What follows belongs to an exercise in optimizing a design on an open flow for a short achievable clock period and few clock cycles per item; a production flow would make more cautious choices. The RTL was checked by simulation tests, not by an equivalence proof against the original design. Power is estimated from default activity; no workload was simulated.

==> flow/design.v (excerpt) <==
module wisc_pipe (
   imem_addr, dmem_addr, dmem_wdata, dmem_rd, dmem_wr, halt,
   clk, rst, imem_rdata, dmem_rdata, mem_ready
   );
Size: ~3000 cells after synthesis, ~86 I/O pins, ~28000 µm² of cells after synthesis.
clock: 10.0 ns
lec_check: 0
cap_margin: 20
core_margin: 2
core_utilization: 40
slew_margin: 20
synth_hierarchical: 1
standard.sh (not shown) runs the stock make flow with config.mk's settings and CLKGATE_MAP_FILE= SYNTH_SCRIPT=/design/flow/synth_recipe.tcl, a recipe that flattens the netlist after the stock synthesis.
==> flow/flow/run.sh <==
#!/bin/bash
# The standard layout (standard.sh), with knobs changed for a faster
# layout; the SDC is unchanged:
#  - synthesis maps adders with ABC like the rest of the logic instead of
#    extracting full/half-adder cells (ADDER_MAP_FILE empty); registers are
#    the standard synthesis's;
#  - the port buffers are buf_4 cells (the default choice is a weak
#    delay buffer, slow on the output paths).
set -euo pipefail
bash standard.sh ADDER_MAP_FILE= SETUP_SLACK_MARGIN=7 TNS_END_PERCENT=100 \
  "BUFFER_PORTS_ARGS=-buffer_cell sky130_fd_sc_hd__buf_4" finish > standard_finish.log 2>&1
Testbench counts at the start, summed over its fixed seeds: cycles 41,729, instrs 39,926.
Change:
--- a/flow/design.v
+++ b/flow/design.v
@@ -64,13 +64,13 @@
    reg [15:0] x_a, x_b, x_sd, x_addr, x_eval;
    reg        x_early;           
    reg        x_jr;              
    reg [15:0] x_jt;
    reg        x_addt;            
    reg        r_add, r_sub, r_xor, r_andn, r_rol, r_sll, r_ror, r_srl, r_btr,
-              r_seq, r_slt, r_sle, r_sco, r_slbi, r_ev, r_ld;
+              r_seq, r_slt, r_sle, r_sco, r_slbi, r_ev, r_stu, r_ld;
    reg [15:0] rf [0:7];
    wire [15:0] alu_res;
    wire        xeq;
    wp_alu u_alu (.a(x_a), .b(x_b),
                  .r_add(r_add), .r_sub(r_sub), .r_xor(r_xor), .r_andn(r_andn),
                  .r_rol(r_rol), .r_sll(r_sll), .r_ror(r_ror), .r_srl(r_srl),
@@ -78,14 +78,14 @@
                  .r_sco(r_sco), .r_slbi(r_slbi), .res(alu_res), .eq(xeq));
    wire [15:0] x_res, xa_n, xb_n, xsd_n;
    wire        b_useimm = i_shi | i_xori | i_andni | i_slbi | i_addi | i_subi;
    wire [15:0] b_imm = i_shi ? {12'b0, d_ir[3:0]} :
                        (i_xori | i_andni) ? z5 :
                        i_slbi ? {8'b0, d_ir[7:0]} : s5;
-   wp_xnext u_xnext (.alu_res(alu_res), .x_eval(x_eval),
-                     .ld_data(dmem_rdata), .r_ev(r_ev), .r_ld(r_ld),
+   wp_xnext u_xnext (.alu_res(alu_res), .x_eval(x_eval), .x_addr(x_addr),
+                     .ld_data(dmem_rdata), .r_ev(r_ev), .r_stu(r_stu), .r_ld(r_ld),
                      .rs_rw(rs_rw), .rt_rw(rt_rw), .fxrs(d_fxrs), .fxrt(d_fxrt),
                      .b_useimm(b_useimm), .b_imm(b_imm),
                      .res(x_res), .a_n(xa_n), .b_n(xb_n), .sd_n(xsd_n));
    wire [15:0] xp = x_a ^ x_b;
    wire [15:0] xo = x_a | x_b;
    wire        xsum_zero = r_sub ? xeq : (~xp[0] & (xp[15:1] == xo[14:0]));
@@ -114,13 +114,14 @@
          rf_rs = rf_rs | (rf[j] & {16{d_rs_oh[j]}});
          rf_rt = rf_rt | (rf[j] & {16{d_rt_oh[j]}});
       end
    end
    wire [15:0] rs_rw = d_fwrs ? w_val : rf_rs;
    wire [15:0] rt_rw = d_fwrt ? w_val : rf_rt;
-   wire [15:0] rsv = d_fxrs ? x_eval : rs_rw;    
+   wire [15:0] x_early_val = r_stu ? x_addr : x_eval;
+   wire [15:0] rsv = d_fxrs ? x_early_val : rs_rw;    
    wire rs_late    = d_fxrs & ~x_early;
    wire [15:0] zp_p = rsv ^ s5;
    wire [15:0] zp_o = rsv | s5;
    wire        zp_zero  = i_subi ? (rsv == s5) : (~zp_p[0] & (zp_p[15:1] == zp_o[14:0]));
    wire        zp_valid = d_v & (i_addi | i_subi) & ~rs_late;
    wire br_eqne  = ~op[1];                         
@@ -243,13 +244,13 @@
    end
    always @(posedge clk) begin
       if (~stall_x) begin
          x_dst  <= d_dst;
          x_addr <= agu;
          x_jt   <= jr_tgt;
-         x_eval <= d_stu ? agu : d_lbi ? s8 : d_pc2;
+         x_eval <= d_lbi ? s8 : d_pc2;
          r_add  <= i_addi | (i_arith & d_ir[1:0] == 2'b00);
          r_sub  <= i_subi | (i_arith & d_ir[1:0] == 2'b01);
          r_xor  <= i_xori | (i_arith & d_ir[1:0] == 2'b10);
          r_andn <= i_andni | (i_arith & d_ir[1:0] == 2'b11);
          r_rol  <= (i_shi & op[1:0] == 2'b00) | (i_shr & d_ir[1:0] == 2'b00);
          r_sll  <= (i_shi & op[1:0] == 2'b01) | (i_shr & d_ir[1:0] == 2'b01);
@@ -258,13 +259,14 @@
          r_btr  <= i_btr;
          r_seq  <= i_set & op[1:0] == 2'b00;
          r_slt  <= i_set & op[1:0] == 2'b01;
          r_sle  <= i_set & op[1:0] == 2'b10;
          r_sco  <= i_set & op[1:0] == 2'b11;
          r_slbi <= i_slbi;
-         r_ev   <= d_lbi | d_link | d_stu;
+         r_ev   <= d_lbi | d_link;
+         r_stu  <= d_stu;
          r_ld   <= d_ld;
       end
    end
    always @(posedge clk) begin
       x_a <= xa_n;
       x_b <= xb_n;
@@ -350,19 +352,19 @@
    assign res = misc
       | ({16{r_add}}  & xs_add[15:0])
       | ({16{r_sub}}  & xs_sub)
       | {15'b0, (r_seq & eq) | (r_slt & xlt) | (r_sle & (xlt | eq)) |
                 (r_sco & xs_add[16])};
 endmodule
-module wp_xnext (alu_res, x_eval, ld_data, r_ev, r_ld,
+module wp_xnext (alu_res, x_eval, x_addr, ld_data, r_ev, r_stu, r_ld,
                  rs_rw, rt_rw, fxrs, fxrt, b_useimm, b_imm,
                  res, a_n, b_n, sd_n);
-   input [15:0] alu_res, x_eval, ld_data, rs_rw, rt_rw, b_imm;
-   input r_ev, r_ld, fxrs, fxrt, b_useimm;
+   input [15:0] alu_res, x_eval, x_addr, ld_data, rs_rw, rt_rw, b_imm;
+   input r_ev, r_stu, r_ld, fxrs, fxrt, b_useimm;
    output [15:0] res, a_n, b_n, sd_n;
-   assign res = alu_res | ({16{r_ev}} & x_eval) |
+   assign res = alu_res | ({16{r_ev}} & x_eval) | ({16{r_stu}} & x_addr) |
                 ({16{r_ld}} & ld_data);
    assign a_n  = fxrs ? res : rs_rw;
    assign sd_n = fxrt ? res : rt_rw;
    assign b_n  = b_useimm ? b_imm : sd_n;
 endmodule
 module wp_ftgt (lo, ph, ph_p1, ph_p2, ph_p3, ph_p4, ph_m1, ph_m2, ph_m3, ph_m4,
=>
- synthesized area is lower by about 0.9%
- first-iteration DRC count is higher by about 0.5%
- power is higher by 3.8%
- cell area hardly moves
- die area is lower by 0.93%
- via count is higher by 0.58%
- sequential cell count is higher by 1
- global-route usage is higher by 2.1 points
- routed wire length is higher by 5.8%
Testbench counts after the change, summed over its fixed seeds: cycles 41,729, instrs 39,926.

static timing again, ports no longer ideal:
Ports are ideal in the flow. The routed layouts listed here were re-timed in OpenROAD. Step 1, drivers: a clkbuf_16 drives clk and a buf_2 each remaining input, both assumed. Step 2 moves the port delays by t, midway between the first and last clock arrival at a register: inputs arrive t later, outputs are due t later. That takes back most of the time a late clock gives input paths. Slacks: no drivers / after step 1 / after step 2; pairs: no drivers / after step 1.
run | t (ns) | setup slack, ns | cell pins on the clock port's net
the first run | 0.635 | 6.362 / 6.362 / 5.782 | 1
the second run | 0.637 | 6.361 / 6.361 / 5.764 | 1
After both steps setup and hold are still met in every run listed. The setup slack of the second run, which loses most, moves by 0.000 ns with the drivers and by -0.597 ns with both steps.
